This is an optimization exercise on Yosys and OpenROAD, whose aim is small area, not a production implementation. Function was checked by simulation only, so behaviour that the tests miss may differ from the original. The flow treats the clock pin as an ideal source. Dropping or thinning the clock tree relies on that and would not hold on a real chip. Power and IR drop assume default switching activity.

==> run a <==
// steering
module steering(
                    PCLK,
                    PENABLE,
                    PSEL,
                    PRESETN,
                    PWRITE,
                    PREADY,
                    PSLVERR,
                    PADDR,
                    PWDATA,
                    PRDATA,
                    SERVOMOTOR1,
                    SERVOMOTOR2,
                    SERVOMOTORPWM,
                    SAMPLEINT);
==> module steering, before the edit <==
module steering(
                    PCLK,
                    PENABLE,
                    PSEL,
                    PRESETN,
                    PWRITE,
                    PREADY,
                    PSLVERR,
                    PADDR,
                    PWDATA,
                    PRDATA,
                    SERVOMOTOR1,
                    SERVOMOTOR2,
                    SERVOMOTORPWM,
                    SAMPLEINT);
input PCLK, PENABLE, PSEL, PRESETN, PWRITE;
input wire [31:0] PWDATA;
input [7:0] PADDR;
output [31:0] PRDATA;
output PREADY, PSLVERR;
output reg SERVOMOTOR1, SERVOMOTOR2;
output SERVOMOTORPWM;
output SAMPLEINT;
assign PREADY = 1'b1;
assign PSLVERR = 1'b0;
assign PRDATA = 32'd0;
wire we = PENABLE & PWRITE & PSEL;
reg active;
reg [9:0] des_pos, act_pos;
always @(posedge PCLK)
begin
    if (!PRESETN)
    begin
        active <= 1'b0;
        des_pos <= 10'd512;
        act_pos <= 10'd0;
    end
    else if (we)
    begin
        if (PWDATA[20])
            act_pos <= PWDATA[9:0];
        else if (active)
            des_pos <= PWDATA[9:0];
        if (PWDATA[23])
            active <= 1'b0;
        else if (PWDATA[22])
            active <= 1'b1;
    end
end
localparam [16:0] S_0      = 17'hce3b;
localparam [16:0] S_50001  = 17'h05ab;
localparam [16:0] S_99990  = 17'hec59;
localparam [16:0] S_100000 = 17'h1671d;
reg [16:0] dc;
reg tick;
reg sint;
reg comp;
wire wrap = (dc == S_100000);
always @(posedge PCLK)
begin
    if (!PRESETN)
    begin
        dc <= S_0;
        tick <= 1'b1;
        sint <= 1'b0;
    end
    else
    begin
        dc <= {dc[15:0], dc[16] ^ dc[13] ^ wrap};
        tick <= wrap;
        if (tick)
            sint <= 1'b1;
        else if (dc == S_50001)
            sint <= 1'b0;
    end
end
assign SAMPLEINT = sint;
always @(posedge PCLK)
    comp <= (dc == S_99990) | (comp & ~tick);
reg [11:0] r;
reg [5:0] c;
reg Y, pwm;
reg [65:0] R;
wire [10:0] dcy;
wire [9:0] nact = ~act_pos;
assign dcy[0] = 1'b1;
assign dcy[10:1] = (des_pos & nact) | (dcy[9:0] & (des_pos ^ nact));
wire [10:0] d = {~dcy[10], des_pos ^ nact ^ dcy[9:0]};
wire e0 = R[55] & comp;
wire e1 = R[44] & comp;
wire e2 = R[33] & comp;
wire e3 = R[22] & comp;
wire e4 = R[11] & comp;
wire o12 = e1 | e2, a12 = e1 & e2, o34 = e3 | e4, a34 = e3 & e4;
wire [3:0] th = {a12 & a34, (a12 & o34) | (a34 & o12), a12 | a34 | (o12 & o34), o12 | o34};
reg [7:0] u;
always @(*)
begin
    case ({tick, e0, th})
        6'b000000: u = 8'h00;
        6'b000001: u = 8'hf5;
        6'b000011: u = 8'hea;
        6'b000111: u = 8'hdf;
        6'b001111: u = 8'hd4;
        6'b010000: u = 8'h2e;
        6'b010001: u = 8'h23;
        6'b010011: u = 8'h18;
        6'b010111: u = 8'h0d;
        6'b011111: u = 8'h02;
        6'b100000: u = 8'h00;
        6'b100001: u = 8'h0b;
        6'b100011: u = 8'h16;
        6'b100111: u = 8'h21;
        6'b101111: u = 8'h2c;
        6'b110000: u = 8'hd2;
        6'b110001: u = 8'hdd;
        6'b110011: u = 8'he8;
        6'b110111: u = 8'hf3;
        6'b111111: u = 8'hfe;
        default: u = 8'h00;
    endcase
end
reg [6:0] A;
wire [7:0] Ax = {A[6], A};
wire [8:0] scy;
assign scy[0] = 1'b0;
assign scy[8:1] = (Ax & u) | (scy[7:0] & (Ax ^ u));
wire [7:0] S = Ax ^ u ^ scy[7:0];
always @(posedge PCLK)
    A <= {S[7] & comp, S[6:1]};    
reg clr;
always @(posedge PCLK)
    clr <= ~PRESETN | (clr & ~(r == 12'hf3b));    
always @(posedge PCLK)
begin
    R <= {R[0], R[65:1]};
    if (comp)
        R[10] <= S[0];
    if (clr)
        R[10] <= 1'b0;
    if (tick)
        R[10:0] <= d;
end
wire neg = S[7];
wire [11:0] hi = {S[7:0], R[10:7]};
wire hz = ~(|hi);                      
wire ho = &hi;                         
wire [5:0] x = R[6:1];
wire acte = active & PRESETN;
reg [5:0] m;
reg mc;
always @(posedge PCLK)
begin
    if (tick | ~PRESETN)
    begin
        m <= {6{~acte}} | ({6{hz}} & ~x) | ({6{ho}} & x);
        mc <= ~acte | hz;
        SERVOMOTOR1 <= acte & neg;
        SERVOMOTOR2 <= acte & ~neg;
    end
end
localparam [11:0] R_0    = 12'h807;
localparam [11:0] R_79   = 12'h5cd;
localparam [11:0] R_3919 = 12'h403;
wire rend = (r == R_3919);
wire pend = c[5] & c[4] & c[1] & c[0] & (r == R_79);    
wire cz = c[5] & c[4] & c[3];                           
wire [6:0] ccy;
assign ccy[0] = 1'b1;
assign ccy[6:1] = c & ccy[5:0];
wire [5:0] cinc = c ^ ccy[5:0];
wire [6:0] cley;
assign cley[0] = mc;
assign cley[6:1] = (m & c) | (cley[5:0] & (m ^ c));
always @(posedge PCLK)
begin
    if (!PRESETN)
    begin
        r <= R_0;
        c <= 6'd0;
        Y <= 1'b1;
        pwm <= 1'b0;
    end
    else
    begin
        if (pend)
        begin
            r <= R_3919;
            c <= 6'd63;
        end
        else
        begin
            r <= {r[10:0], r[11] ^ r[4] ^ r[1] ^ r[0] ^ rend};
            if (rend)
                c <= cinc;
        end
        Y <= cz | ~cley[6];
        pwm <= Y;
    end
end
assign SERVOMOTORPWM = pwm;
endmodule
==> flow/config.mk <==
export PLATFORM = sky130hd
export DESIGN_NAME = steering
export DESIGN_NICKNAME = steering
export VERILOG_FILES = /design/flow/design.v
export SDC_FILE = /design/flow/constraint.sdc
export NUM_CORES = 4
export LEC_CHECK = 0
export ABC_AREA = 1
export CAP_MARGIN = 20
export CORE_MARGIN = 2
export CORE_UTILIZATION = 70
export CTS_BUF_LIST = sky130_fd_sc_hd__clkbuf_8
export SLEW_MARGIN = 20
==> flow/constraint.sdc <==
create_clock -name core_clock -period 10.0 [get_ports {PCLK}]
set_input_delay 2.0000 -clock core_clock [delete_from_list [all_inputs] [get_ports {PCLK}]]
set_output_delay 2.0000 -clock core_clock [all_outputs]
set_load 0.01 [all_outputs]
standard.sh (not shown) runs the stock make flow with config.mk's settings and CLKGATE_MAP_FILE= SYNTH_SCRIPT=/design/flow/synth_recipe.tcl, a recipe that flattens the netlist after the stock synthesis.
==> flow/flow/run.sh <==
#!/bin/bash
# Standard ORFS layout (the standard.sh) with these changes:
#  - buf_1 as the port buffer, and one tie cell per constant value instead of one per port;
#  - the clock tree is built by flow/mycts.tcl (one root buffer, six leaf buffers over
#    balanced k-means clusters of the flip-flops) instead of TritonCTS's H-tree.
# Each step's output goes to a log of its own: ORFS's logs under orfs/logs, make's output
# to flow_make_*.log and the clock tree step to cts_stage.log.
set -euo pipefail
here=$(pwd)
knobs=("BUFFER_PORTS_ARGS=-buffer_cell sky130_fd_sc_hd__buf_1" "SKIP_REPAIR_TIE_FANOUT=1")
bash standard.sh "${knobs[@]}" place > flow_make_place.log 2>&1
res=$here/orfs/results/$FLOW_PLATFORM/steering/base
logs=$here/orfs/logs/$FLOW_PLATFORM/steering/base
RES_DIR=$res MYCTS_DIR=$here/flow MYCTS_NLEAF=6 MYCTS_LEAF=sky130_fd_sc_hd__buf_12 \
  MYCTS_ROOT=sky130_fd_sc_hd__clkbuf_8 \
  openroad -no_init -exit $here/flow/cts_stage.tcl > cts_stage.log 2>&1
cp cts_stage.log $logs/4_1_cts.log
cp $res/4_1_cts.odb $res/4_cts.odb
touch $res/4_cts.sdc
bash standard.sh "${knobs[@]}" finish > flow_make_finish.log 2>&1
==> flow/flow/mycts.tcl <==
# Clock tree built by hand: one root clock buffer next to the clock port's sinks' centre,
# driving NLEAF leaf clock buffers, each at the centre of a k-means cluster of flip-flops.
proc env_or { name default } { if { [info exists ::env($name)] && $::env($name) ne "" } { return $::env($name) } { return $default } }
set nleaf [env_or MYCTS_NLEAF 5]
set leafcell [env_or MYCTS_LEAF sky130_fd_sc_hd__clkbuf_8]
set rootcell [env_or MYCTS_ROOT sky130_fd_sc_hd__clkbuf_8]
set block [ord::get_db_block]
set db [ord::get_db]
set clk [$block findNet PCLK]
set sinks {}
foreach it [$clk getITerms] {
  set inst [$it getInst]
  set bb [$inst getBBox]
  set x [expr {([$bb xMin] + [$bb xMax]) / 2.0}]
  set y [expr {([$bb yMin] + [$bb yMax]) / 2.0}]
  lappend sinks [list $it $x $y]
}
set n [llength $sinks]
puts "mycts: $n sinks, $nleaf leaves"
set sorted [lsort -real -index 1 $sinks]
set cx {}; set cy {}
for {set k 0} {$k < $nleaf} {incr k} {
  set s [lindex $sorted [expr {int(($k + 0.5) * $n / $nleaf)}]]
  lappend cx [lindex $s 1]; lappend cy [lindex $s 2]
}
set cap [expr {int(ceil(double($n) / $nleaf))}]
for {set iter 0} {$iter < 30} {incr iter} {
  # capacity-limited assignment: closest (sink, centre) pairs first, at most cap sinks a centre
  set pairs {}
  set i 0
  foreach s $sinks {
    for {set k 0} {$k < $nleaf} {incr k} {
      lappend pairs [list [expr {abs([lindex $s 1] - [lindex $cx $k]) + abs([lindex $s 2] - [lindex $cy $k])}] $i $k]
    }
    incr i
  }
  set pairs [lsort -real -index 0 $pairs]
  for {set k 0} {$k < $nleaf} {incr k} { set sx($k) 0.0; set sy($k) 0.0; set cnt($k) 0 }
  array unset asg
  set left $n
  foreach p $pairs {
    set i [lindex $p 1]; set k [lindex $p 2]
    if {[info exists asg($i)] || $cnt($k) >= $cap} continue
    set asg($i) $k
    incr cnt($k)
    set s [lindex $sinks $i]
    set sx($k) [expr {$sx($k) + [lindex $s 1]}]
    set sy($k) [expr {$sy($k) + [lindex $s 2]}]
    incr left -1
    if {$left == 0} break
  }
  set cx {}; set cy {}
  for {set k 0} {$k < $nleaf} {incr k} {
    lappend cx [expr {$sx($k) / $cnt($k)}]; lappend cy [expr {$sy($k) / $cnt($k)}]
  }
}
set assign {}
for {set i 0} {$i < $n} {incr i} { lappend assign $asg($i) }
for {set k 0} {$k < $nleaf} {incr k} { puts "mycts: leaf $k: $cnt($k) sinks" }
set leafm [$db findMaster $leafcell]
set rootm [$db findMaster $rootcell]
# root buffer at the mean of the leaf centres
set rx 0.0; set ry 0.0
for {set k 0} {$k < $nleaf} {incr k} { set rx [expr {$rx + [lindex $cx $k]}]; set ry [expr {$ry + [lindex $cy $k]}] }
set rx [expr {int($rx / $nleaf)}]; set ry [expr {int($ry / $nleaf)}]
set root [odb::dbInst_create $block $rootm clkbuf_root]
$root setLocation $rx $ry
$root setPlacementStatus PLACED
set rootnet [odb::dbNet_create $block clknet_root]
$rootnet setSigType CLOCK
[$root findITerm A] connect $clk
[$root findITerm X] connect $rootnet
for {set k 0} {$k < $nleaf} {incr k} {
  set b [odb::dbInst_create $block $leafm clkbuf_leaf_$k]
  $b setLocation [expr {int([lindex $cx $k])}] [expr {int([lindex $cy $k])}]
  $b setPlacementStatus PLACED
  set ln [odb::dbNet_create $block clknet_leaf_$k]
  $ln setSigType CLOCK
  [$b findITerm A] connect $rootnet
  [$b findITerm X] connect $ln
  set leafnet($k) $ln
}
set i 0
foreach s $sinks {
  set it [lindex $s 0]
  set k [lindex $assign $i]
  $it disconnect
  $it connect $leafnet($k)
  incr i
}
$clk setSigType CLOCK
Other scripts of this flow, unchanged in this note and not shown: flow/flow/cts_stage.tcl
==> inputs of run b, as changes to run a <==
--- a/flow/design.v
+++ b/flow/design.v
@@ -57,3 +57,3 @@
 reg comp;
-wire wrap = (dc == S_100000);
+wire wrap;
 always @(posedge PCLK)
@@ -72,3 +72,3 @@
             sint <= 1'b1;
-        else if (dc == S_50001)
+        else if ((dc & 17'h0b3ff) == 17'h001ab)    
             sint <= 1'b0;
@@ -78,3 +78,4 @@
 always @(posedge PCLK)
-    comp <= (dc == S_99990) | (comp & ~tick);
+    comp <= (~sint & ((dc & 17'h0d77f) == 17'h0c459)) | (comp & ~tick);    
+assign wrap = comp & dc[13] & dc[4];
 reg [11:0] r;
@@ -132,3 +133,3 @@
 always @(posedge PCLK)
-    clr <= ~PRESETN | (clr & ~(r == 12'hf3b));    
+    clr <= ~PRESETN | (clr & ~(r[10] & r[9] & r[5] & r[4]));    
 always @(posedge PCLK)
@@ -150,3 +151,2 @@
 reg [5:0] m;
-reg mc;
 always @(posedge PCLK)
@@ -156,3 +156,2 @@
         m <= {6{~acte}} | ({6{hz}} & ~x) | ({6{ho}} & x);
-        mc <= ~acte | hz;
         SERVOMOTOR1 <= acte & neg;
@@ -161,2 +160,3 @@
 end
+wire mc = ~SERVOMOTOR1;
 localparam [11:0] R_0    = 12'h807;
@@ -165,3 +165,3 @@
 wire rend = (r == R_3919);
-wire pend = c[5] & c[4] & c[1] & c[0] & (r == R_79);    
+wire pend = c[5] & c[4] & c[1] & c[0] & r[8] & r[3] & r[2] & r[0] & ~r[4];
 wire cz = c[5] & c[4] & c[3];                           
==> flow/flow/run.sh (replaced) <==
#!/bin/bash
# Standard ORFS layout (the standard.sh) with these changes:
#  - after the floorplan, flow/rmp_stage.tcl re-maps the combinational logic for area
#    with OpenROAD's restructure (registers untouched) and merges the tie cells;
#  - buf_1 as the port buffer, and one tie cell per constant value instead of one per port;
set -euo pipefail
here=$(pwd)
knobs=("BUFFER_PORTS_ARGS=-buffer_cell sky130_fd_sc_hd__buf_1" "SKIP_REPAIR_TIE_FANOUT=1")
res=$here/orfs/results/$FLOW_PLATFORM/steering/base
logs=$here/orfs/logs/$FLOW_PLATFORM/steering/base
bash standard.sh "${knobs[@]}" floorplan > flow_make_floorplan.log 2>&1
python3 $here/flow/filter_lib.py $FLOW_HOME/platforms/sky130hd/lib/sky130_fd_sc_hd__tt_025C_1v80.lib \
  $here/rmp_lib.lib > filter_lib.log 2>&1
RES_DIR=$res RMP_LIB=$here/rmp_lib.lib RMP_WORK=$here/rmp_work \
  openroad -no_init -exit $here/flow/rmp_stage.tcl > rmp_stage.log 2>&1
bash standard.sh "${knobs[@]}" place > flow_make_place.log 2>&1
RES_DIR=$res MYCTS_DIR=$here/flow MYCTS_NLEAF=7 MYCTS_LEAF=sky130_fd_sc_hd__buf_8 \
  MYCTS_ROOT=sky130_fd_sc_hd__clkbuf_8 \
  openroad -no_init -exit $here/flow/cts_stage.tcl > cts_stage.log 2>&1
cp cts_stage.log $logs/4_1_cts.log
cp $res/4_1_cts.odb $res/4_cts.odb
touch $res/4_cts.sdc
bash standard.sh "${knobs[@]}" finish > flow_make_finish.log 2>&1
==> flow/flow/filter_lib.py (new file) <==
# Copies a Liberty file without the cells the platform marks don't-use (probe_p_8,
# probec_p_8 and the lpflow_ cells), for the area restructuring step's own ABC run.
import re, sys
src, dst = sys.argv[1], sys.argv[2]
text = open(src).read()
out = []
i = 0
pat = re.compile(r'\n\s*cell\s*\(\s*"?([A-Za-z0-9_]+)"?\s*\)\s*\{')
while True:
    m = pat.search(text, i)
    if not m:
        out.append(text[i:])
        break
    name = m.group(1)
    start = m.start()
    depth = 0
    j = m.end() - 1
    while True:
        c = text[j]
        if c == '{':
            depth += 1
        elif c == '}':
            depth -= 1
            if depth == 0:
                break
        j += 1
    drop = re.search(r'__(probe_p_8|probec_p_8|lpflow_)', name) is not None
    out.append(text[i:start])
    if not drop:
        out.append(text[start:j + 1])
    i = j + 1
open(dst, 'w').write(''.join(out))
==> flow/flow/rmp_stage.tcl (new file) <==
# Area recovery on the floorplanned netlist: OpenROAD's restructure (ABC) re-maps the
# combinational logic for area; registers are left as synthesis made them. Then the
# tie cells it makes are merged into one, and the result replaces 2_floorplan.odb.
set R $::env(RES_DIR)
read_liberty $::env(FLOW_HOME)/platforms/sky130hd/lib/sky130_fd_sc_hd__tt_025C_1v80.lib
read_db $R/2_floorplan.odb
read_sdc $R/2_floorplan.sdc
source $::env(FLOW_HOME)/platforms/sky130hd/setRC.tcl
proc comb_area {} {
  set a 0.0
  foreach inst [[ord::get_db_block] getInsts] {
    set m [$inst getMaster]
    if {[string match "*tapvpwrvgnd*" [$m getName]]} continue
    set a [expr {$a + [$m getWidth] * [$m getHeight] / 1e6}]
  }
  return $a
}
puts "cell area before restructure: [comb_area]"
report_worst_slack -max
file mkdir $::env(RMP_WORK)
restructure -target area -liberty_file $::env(RMP_LIB) \
  -tielo_port sky130_fd_sc_hd__conb_1/LO -tiehi_port sky130_fd_sc_hd__conb_1/HI \
  -work_dir $::env(RMP_WORK) -abc_logfile $::env(RMP_WORK)/abc.log
puts "cell area after restructure: [comb_area]"
# merge the tie cells into one
set block [ord::get_db_block]
set keep ""
foreach inst [$block getInsts] {
  if {[[$inst getMaster] getName] ne "sky130_fd_sc_hd__conb_1"} continue
  if {$keep eq ""} { set keep $inst; continue }
  foreach pin {LO HI} {
    set it [$inst findITerm $pin]
    set n [$it getNet]
    if {$n eq "NULL"} continue
    set kit [$keep findITerm $pin]
    set kn [$kit getNet]
    if {$kn eq "NULL"} {
      $it disconnect
      $kit connect $n
      continue
    }
    foreach lt [$n getITerms] { if {$lt ne $it} { $lt disconnect; $lt connect $kn } }
    foreach bt [$n getBTerms] { $bt connect $kn }
    $it disconnect
    odb::dbNet_destroy $n
  }
  odb::dbInst_destroy $inst
}
set nt 0
foreach inst [$block getInsts] { if {[[$inst getMaster] getName] eq "sky130_fd_sc_hd__conb_1"} { incr nt } }
puts "tie cells: $nt"
puts "cell area after merging ties: [comb_area]"
report_worst_slack -max
report_worst_slack -min
write_db $R/2_floorplan.odb
Settings changed: CTS_BUF_LIST sky130_fd_sc_hd__clkbuf_8 to not set, GPL_TIMING_DRIVEN set to 0.
==> impl_results.md <==
* Met2 capacity usage during global routing at 0.362
* Status: finished clean
* Synth Area in Compound Gates at 0.0782
* Well Taps at 102
* Netlist cell types at 39
* Crit path to: m[2]
* NetSw at 0.000250 W
* Multi-input combinational area share at 0.329
# the run above: run a

==> impl_results.md <==
* Status: finished clean
* Well Taps at 99
* Multi-input combinational area share at 0.309
* Netlist cell types at 40
* NetSw at 0.000221 W
* Data required, critical path at between 10000 and 15000 ps
* Worst Reg-to-Reg Cells at 20
* Flop+latch power at approximately 0.00063 W
* Slew HR at 0.258
* Synth Area in Compound Gates at 0.0897
* Met2 capacity usage during global routing at 0.327
* Crit path to: m[0]
* Ant. Diodes at 0
# the run above: run b

No run of this note takes its clock network from TritonCTS; it comes from the design's own scripts or RTL.

-- port drivers added, routing unchanged --
No port has a modelled driver above. Below, the same layouts with a new extraction and two added sets of constraints.
Step 1 (the two cells are an assumption about what drives the block):
set clk [get_ports {PCLK}]
set_driving_cell -lib_cell sky130_fd_sc_hd__clkbuf_16 $clk
set_driving_cell -lib_cell sky130_fd_sc_hd__buf_2 [delete_from_list [all_inputs] $clk]
Step 2, shift: input delay + t, output delay - t, t = (earliest + latest rising clock arrival at the registers) / 2. This alone moves slack from input paths to output paths.
a / b / c = ideal ports / drivers / drivers and shift; a / b = the first two.
run | t (ns) | setup slack, ns | worst setup path at the end | latest minus earliest clock arrival (ns) | pins driven straight from the clock port
run a | 0.400 | 4.711 / 4.711 / 4.711 | register to register | 0.016 / 0.016 | 1
run b | 0.390 | 4.877 / 4.877 / 4.877 | register to register | 0.015 / 0.015 | 1
After both steps every run listed still meets setup and hold.
